Source: an optimization exercise on an open RTL-to-GDS flow (aim: small area). Production flows keep margins and buffers that such runs may drop.
Power is estimated from default activity; no workload was simulated.

==> flow/design.v <==
module xor_gate(
    input logic [7:0] A,
    input logic [7:0] B,
    output logic [7:0] Y
);
    assign Y = A^B;
endmodule
`timescale 1ns/1ps
module xor_encrypt(
        input logic clk,
        input logic valid_in,
        input logic [7:0] key,
        input logic [255:0] code,
        output logic [255:0] code_out,
        output logic valid_out
);
logic [255:0] d;    
logic [255:0] r;    
logic [7:0] p0;
logic [7:0] p1;
logic [7:0] bs2_3;
logic [7:0] p2;
logic [7:0] p3;
logic [7:0] p4;
logic [7:0] bs5_6;
logic [7:0] p5;
logic [7:0] p6;
logic [7:0] p7;
logic [7:0] bs8_9;
logic [7:0] p8;
logic [7:0] p9;
logic [7:0] p10;
logic [7:0] bs11_12;
logic [7:0] p11;
logic [7:0] p12;
logic [7:0] p13;
logic [7:0] bs14_15;
logic [7:0] p14;
logic [7:0] p15;
logic [7:0] p16;
logic [7:0] bs17_18;
logic [7:0] p17;
logic [7:0] p18;
logic [7:0] bs19_20;
logic [7:0] bs21_22;
logic [7:0] bs23_24;
logic [7:0] bs25_26;
logic [7:0] bs27_28;
logic [7:0] bs29_30;
logic [7:0] q19;
logic [7:0] q20;
logic [7:0] q21;
logic [7:0] q22;
logic [7:0] q23;
logic [7:0] q24;
logic [7:0] q25;
logic [7:0] q26;
logic [7:0] q27;
logic [7:0] q28;
logic [7:0] q29;
logic [7:0] q30;
logic [7:0] q31;
xor_gate u_p0 (.A(key), .B(code[7:0]), .Y(p0));
xor_gate u_p1 (.A(p0), .B(code[15:8]), .Y(p1));
xor_gate u_bs2_3 (.A(code[23:16]), .B(code[31:24]), .Y(bs2_3));
xor_gate u_p2 (.A(p1), .B(code[23:16]), .Y(p2));
xor_gate u_p3 (.A(p1), .B(bs2_3), .Y(p3));
xor_gate u_p4 (.A(p3), .B(code[39:32]), .Y(p4));
xor_gate u_bs5_6 (.A(code[47:40]), .B(code[55:48]), .Y(bs5_6));
xor_gate u_p5 (.A(p4), .B(code[47:40]), .Y(p5));
xor_gate u_p6 (.A(p4), .B(bs5_6), .Y(p6));
xor_gate u_p7 (.A(p6), .B(code[63:56]), .Y(p7));
xor_gate u_bs8_9 (.A(code[71:64]), .B(code[79:72]), .Y(bs8_9));
xor_gate u_p8 (.A(p7), .B(code[71:64]), .Y(p8));
xor_gate u_p9 (.A(p7), .B(bs8_9), .Y(p9));
xor_gate u_p10 (.A(p9), .B(code[87:80]), .Y(p10));
xor_gate u_bs11_12 (.A(code[95:88]), .B(code[103:96]), .Y(bs11_12));
xor_gate u_p11 (.A(p10), .B(code[95:88]), .Y(p11));
xor_gate u_p12 (.A(p10), .B(bs11_12), .Y(p12));
xor_gate u_p13 (.A(p12), .B(code[111:104]), .Y(p13));
xor_gate u_bs14_15 (.A(code[119:112]), .B(code[127:120]), .Y(bs14_15));
xor_gate u_p14 (.A(p13), .B(code[119:112]), .Y(p14));
xor_gate u_p15 (.A(p13), .B(bs14_15), .Y(p15));
xor_gate u_p16 (.A(p15), .B(code[135:128]), .Y(p16));
xor_gate u_bs17_18 (.A(code[143:136]), .B(code[151:144]), .Y(bs17_18));
xor_gate u_p17 (.A(p16), .B(code[143:136]), .Y(p17));
xor_gate u_p18 (.A(p16), .B(bs17_18), .Y(p18));
xor_gate u_bs19_20 (.A(code[159:152]), .B(code[167:160]), .Y(bs19_20));
xor_gate u_bs21_22 (.A(code[175:168]), .B(code[183:176]), .Y(bs21_22));
xor_gate u_bs23_24 (.A(code[191:184]), .B(code[199:192]), .Y(bs23_24));
xor_gate u_bs25_26 (.A(code[207:200]), .B(code[215:208]), .Y(bs25_26));
xor_gate u_bs27_28 (.A(code[223:216]), .B(code[231:224]), .Y(bs27_28));
xor_gate u_bs29_30 (.A(code[239:232]), .B(code[247:240]), .Y(bs29_30));
xor_gate u_q19 (.A(r[151:144]), .B(r[159:152]), .Y(q19));
xor_gate u_q20 (.A(r[151:144]), .B(r[167:160]), .Y(q20));
xor_gate u_q21 (.A(q20), .B(r[175:168]), .Y(q21));
xor_gate u_q22 (.A(q20), .B(r[183:176]), .Y(q22));
xor_gate u_q23 (.A(q22), .B(r[191:184]), .Y(q23));
xor_gate u_q24 (.A(q22), .B(r[199:192]), .Y(q24));
xor_gate u_q25 (.A(q24), .B(r[207:200]), .Y(q25));
xor_gate u_q26 (.A(q24), .B(r[215:208]), .Y(q26));
xor_gate u_q27 (.A(q26), .B(r[223:216]), .Y(q27));
xor_gate u_q28 (.A(q26), .B(r[231:224]), .Y(q28));
xor_gate u_q29 (.A(q28), .B(r[239:232]), .Y(q29));
xor_gate u_q30 (.A(q28), .B(r[247:240]), .Y(q30));
xor_gate u_q31 (.A(q30), .B(r[255:248]), .Y(q31));
assign d[7:0] = p0;
assign d[15:8] = p1;
assign d[23:16] = p2;
assign d[31:24] = p3;
assign d[39:32] = p4;
assign d[47:40] = p5;
assign d[55:48] = p6;
assign d[63:56] = p7;
assign d[71:64] = p8;
assign d[79:72] = p9;
assign d[87:80] = p10;
assign d[95:88] = p11;
assign d[103:96] = p12;
assign d[111:104] = p13;
assign d[119:112] = p14;
assign d[127:120] = p15;
assign d[135:128] = p16;
assign d[143:136] = p17;
assign d[151:144] = p18;
assign d[159:152] = code[159:152];
assign d[167:160] = bs19_20;
assign d[175:168] = code[175:168];
assign d[183:176] = bs21_22;
assign d[191:184] = code[191:184];
assign d[199:192] = bs23_24;
assign d[207:200] = code[207:200];
assign d[215:208] = bs25_26;
assign d[223:216] = code[223:216];
assign d[231:224] = bs27_28;
assign d[239:232] = code[239:232];
assign d[247:240] = bs29_30;
assign d[255:248] = code[255:248];
always_ff @(posedge clk) begin
    valid_out <= valid_in;
end
always_ff @(posedge clk) begin
    if (valid_in) r <= d;
end
assign code_out[7:0] = r[7:0];
assign code_out[15:8] = r[15:8];
assign code_out[23:16] = r[23:16];
assign code_out[31:24] = r[31:24];
assign code_out[39:32] = r[39:32];
assign code_out[47:40] = r[47:40];
assign code_out[55:48] = r[55:48];
assign code_out[63:56] = r[63:56];
assign code_out[71:64] = r[71:64];
assign code_out[79:72] = r[79:72];
assign code_out[87:80] = r[87:80];
assign code_out[95:88] = r[95:88];
assign code_out[103:96] = r[103:96];
assign code_out[111:104] = r[111:104];
assign code_out[119:112] = r[119:112];
assign code_out[127:120] = r[127:120];
assign code_out[135:128] = r[135:128];
assign code_out[143:136] = r[143:136];
assign code_out[151:144] = r[151:144];
assign code_out[159:152] = q19;
assign code_out[167:160] = q20;
assign code_out[175:168] = q21;
assign code_out[183:176] = q22;
assign code_out[191:184] = q23;
assign code_out[199:192] = q24;
assign code_out[207:200] = q25;
assign code_out[215:208] = q26;
assign code_out[223:216] = q27;
assign code_out[231:224] = q28;
assign code_out[239:232] = q29;
assign code_out[247:240] = q30;
assign code_out[255:248] = q31;
endmodule
Settings: LEC_CHECK=0, CAP_MARGIN=20, CORE_MARGIN=2, CORE_UTILIZATION=40, SLEW_MARGIN=20, SYNTH_HIERARCHICAL=1, SYNTH_MINIMUM_KEEP_SIZE=0; clock period 4.0 ns.
standard.sh (not shown) runs the stock make flow with config.mk's settings and CLKGATE_MAP_FILE= SYNTH_SCRIPT=/design/flow/synth_recipe.tcl, a recipe that flattens the netlist after the stock synthesis.
==> flow/flow/run.sh <==
#!/bin/bash
# Own layout flow: the standard flow (standard synthesis unchanged), with the port
# buffers that global placement inserts on every input and output made the smallest
# buffer, sky130_fd_sc_hd__buf_1, instead of the default pick. Everything else is as in
# the standard flow. make's full output goes to flow_make.log in this folder; ORFS
# writes each step's log under orfs/logs/.
set -euo pipefail
export BUFFER_PORTS_ARGS="-buffer_cell sky130_fd_sc_hd__buf_1"
bash standard.sh finish > flow_make.log 2>&1
test -f out/final.def
Change:
--- a/flow/design.v
+++ b/flow/design.v
@@ -15,32 +15,34 @@
         output logic valid_out
 );
 logic [255:0] d;    
 logic [255:0] r;    
 logic [7:0] p0;
+logic [7:0] bs1_2;
 logic [7:0] p1;
-logic [7:0] bs2_3;
 logic [7:0] p2;
 logic [7:0] p3;
+logic [7:0] bs4_5;
 logic [7:0] p4;
-logic [7:0] bs5_6;
 logic [7:0] p5;
+logic [7:0] bs6_7;
 logic [7:0] p6;
 logic [7:0] p7;
 logic [7:0] bs8_9;
 logic [7:0] p8;
 logic [7:0] p9;
+logic [7:0] bs10_11;
 logic [7:0] p10;
-logic [7:0] bs11_12;
 logic [7:0] p11;
+logic [7:0] bs12_13;
 logic [7:0] p12;
 logic [7:0] p13;
 logic [7:0] bs14_15;
 logic [7:0] p14;
 logic [7:0] p15;
+logic [7:0] bs16_17;
 logic [7:0] p16;
-logic [7:0] bs17_18;
 logic [7:0] p17;
 logic [7:0] p18;
 logic [7:0] bs19_20;
 logic [7:0] bs21_22;
 logic [7:0] bs23_24;
@@ -59,34 +61,36 @@
 logic [7:0] q28;
 logic [7:0] q29;
 logic [7:0] q30;
 logic [7:0] q31;
 xor_gate u_p0 (.A(key), .B(code[7:0]), .Y(p0));
+xor_gate u_bs1_2 (.A(code[15:8]), .B(code[23:16]), .Y(bs1_2));
 xor_gate u_p1 (.A(p0), .B(code[15:8]), .Y(p1));
-xor_gate u_bs2_3 (.A(code[23:16]), .B(code[31:24]), .Y(bs2_3));
-xor_gate u_p2 (.A(p1), .B(code[23:16]), .Y(p2));
-xor_gate u_p3 (.A(p1), .B(bs2_3), .Y(p3));
+xor_gate u_p2 (.A(p0), .B(bs1_2), .Y(p2));
+xor_gate u_p3 (.A(p2), .B(code[31:24]), .Y(p3));
+xor_gate u_bs4_5 (.A(code[39:32]), .B(code[47:40]), .Y(bs4_5));
 xor_gate u_p4 (.A(p3), .B(code[39:32]), .Y(p4));
-xor_gate u_bs5_6 (.A(code[47:40]), .B(code[55:48]), .Y(bs5_6));
-xor_gate u_p5 (.A(p4), .B(code[47:40]), .Y(p5));
-xor_gate u_p6 (.A(p4), .B(bs5_6), .Y(p6));
-xor_gate u_p7 (.A(p6), .B(code[63:56]), .Y(p7));
+xor_gate u_p5 (.A(p3), .B(bs4_5), .Y(p5));
+xor_gate u_bs6_7 (.A(code[55:48]), .B(code[63:56]), .Y(bs6_7));
+xor_gate u_p6 (.A(p5), .B(code[55:48]), .Y(p6));
+xor_gate u_p7 (.A(p5), .B(bs6_7), .Y(p7));
 xor_gate u_bs8_9 (.A(code[71:64]), .B(code[79:72]), .Y(bs8_9));
 xor_gate u_p8 (.A(p7), .B(code[71:64]), .Y(p8));
 xor_gate u_p9 (.A(p7), .B(bs8_9), .Y(p9));
+xor_gate u_bs10_11 (.A(code[87:80]), .B(code[95:88]), .Y(bs10_11));
 xor_gate u_p10 (.A(p9), .B(code[87:80]), .Y(p10));
-xor_gate u_bs11_12 (.A(code[95:88]), .B(code[103:96]), .Y(bs11_12));
-xor_gate u_p11 (.A(p10), .B(code[95:88]), .Y(p11));
-xor_gate u_p12 (.A(p10), .B(bs11_12), .Y(p12));
-xor_gate u_p13 (.A(p12), .B(code[111:104]), .Y(p13));
+xor_gate u_p11 (.A(p9), .B(bs10_11), .Y(p11));
+xor_gate u_bs12_13 (.A(code[103:96]), .B(code[111:104]), .Y(bs12_13));
+xor_gate u_p12 (.A(p11), .B(code[103:96]), .Y(p12));
+xor_gate u_p13 (.A(p11), .B(bs12_13), .Y(p13));
 xor_gate u_bs14_15 (.A(code[119:112]), .B(code[127:120]), .Y(bs14_15));
 xor_gate u_p14 (.A(p13), .B(code[119:112]), .Y(p14));
 xor_gate u_p15 (.A(p13), .B(bs14_15), .Y(p15));
+xor_gate u_bs16_17 (.A(code[135:128]), .B(code[143:136]), .Y(bs16_17));
 xor_gate u_p16 (.A(p15), .B(code[135:128]), .Y(p16));
-xor_gate u_bs17_18 (.A(code[143:136]), .B(code[151:144]), .Y(bs17_18));
-xor_gate u_p17 (.A(p16), .B(code[143:136]), .Y(p17));
-xor_gate u_p18 (.A(p16), .B(bs17_18), .Y(p18));
+xor_gate u_p17 (.A(p15), .B(bs16_17), .Y(p17));
+xor_gate u_p18 (.A(p17), .B(code[151:144]), .Y(p18));
 xor_gate u_bs19_20 (.A(code[159:152]), .B(code[167:160]), .Y(bs19_20));
 xor_gate u_bs21_22 (.A(code[175:168]), .B(code[183:176]), .Y(bs21_22));
 xor_gate u_bs23_24 (.A(code[191:184]), .B(code[199:192]), .Y(bs23_24));
 xor_gate u_bs25_26 (.A(code[207:200]), .B(code[215:208]), .Y(bs25_26));
 xor_gate u_bs27_28 (.A(code[223:216]), .B(code[231:224]), .Y(bs27_28));
Effect: Worst setup slack got worse by 0.062 ns; synthesized area climbs slightly; final area fell slightly; total power came out lower by a few percent; core utilization shrinks by 1.4 points; wire length is higher slightly; non-clock buffer count went down by 12; hold slack is worse by 0.0094 ns; sequential share of layout area came out higher by 0.96 points.
No functional check of the RTL was part of any run of this note.

-- static timing again, ports no longer ideal --
The results above use ideal ports. As a check the final layouts listed here were re-extracted and re-timed, cells and wires unchanged.
Step 1, drivers: a clkbuf_16 drives clk and a buf_2 each remaining input, both assumed.
Step 2, shift: input delay + t, output delay - t, t = (earliest + latest rising clock arrival at the registers) / 2. This alone moves slack from input paths to output paths.
Slacks: no drivers / after step 1 / after step 2; pairs: no drivers / after step 1.
run | shift t [ns] | setup slack, ns | worst hold slack (ns)
the first run | 0.583 | 0.237 / 0.188 / -0.315 | 0.428 / 0.404 / 0.987
the second run | 0.588 | 0.175 / 0.126 / -0.015 | 0.419 / 0.393 / 0.981
With both steps, setup timing fails in the first run and the second run, where it was met with ideal ports. For the first run, which loses most, drivers alone change the setup slack by -0.049 ns; drivers and shift together by -0.552 ns.
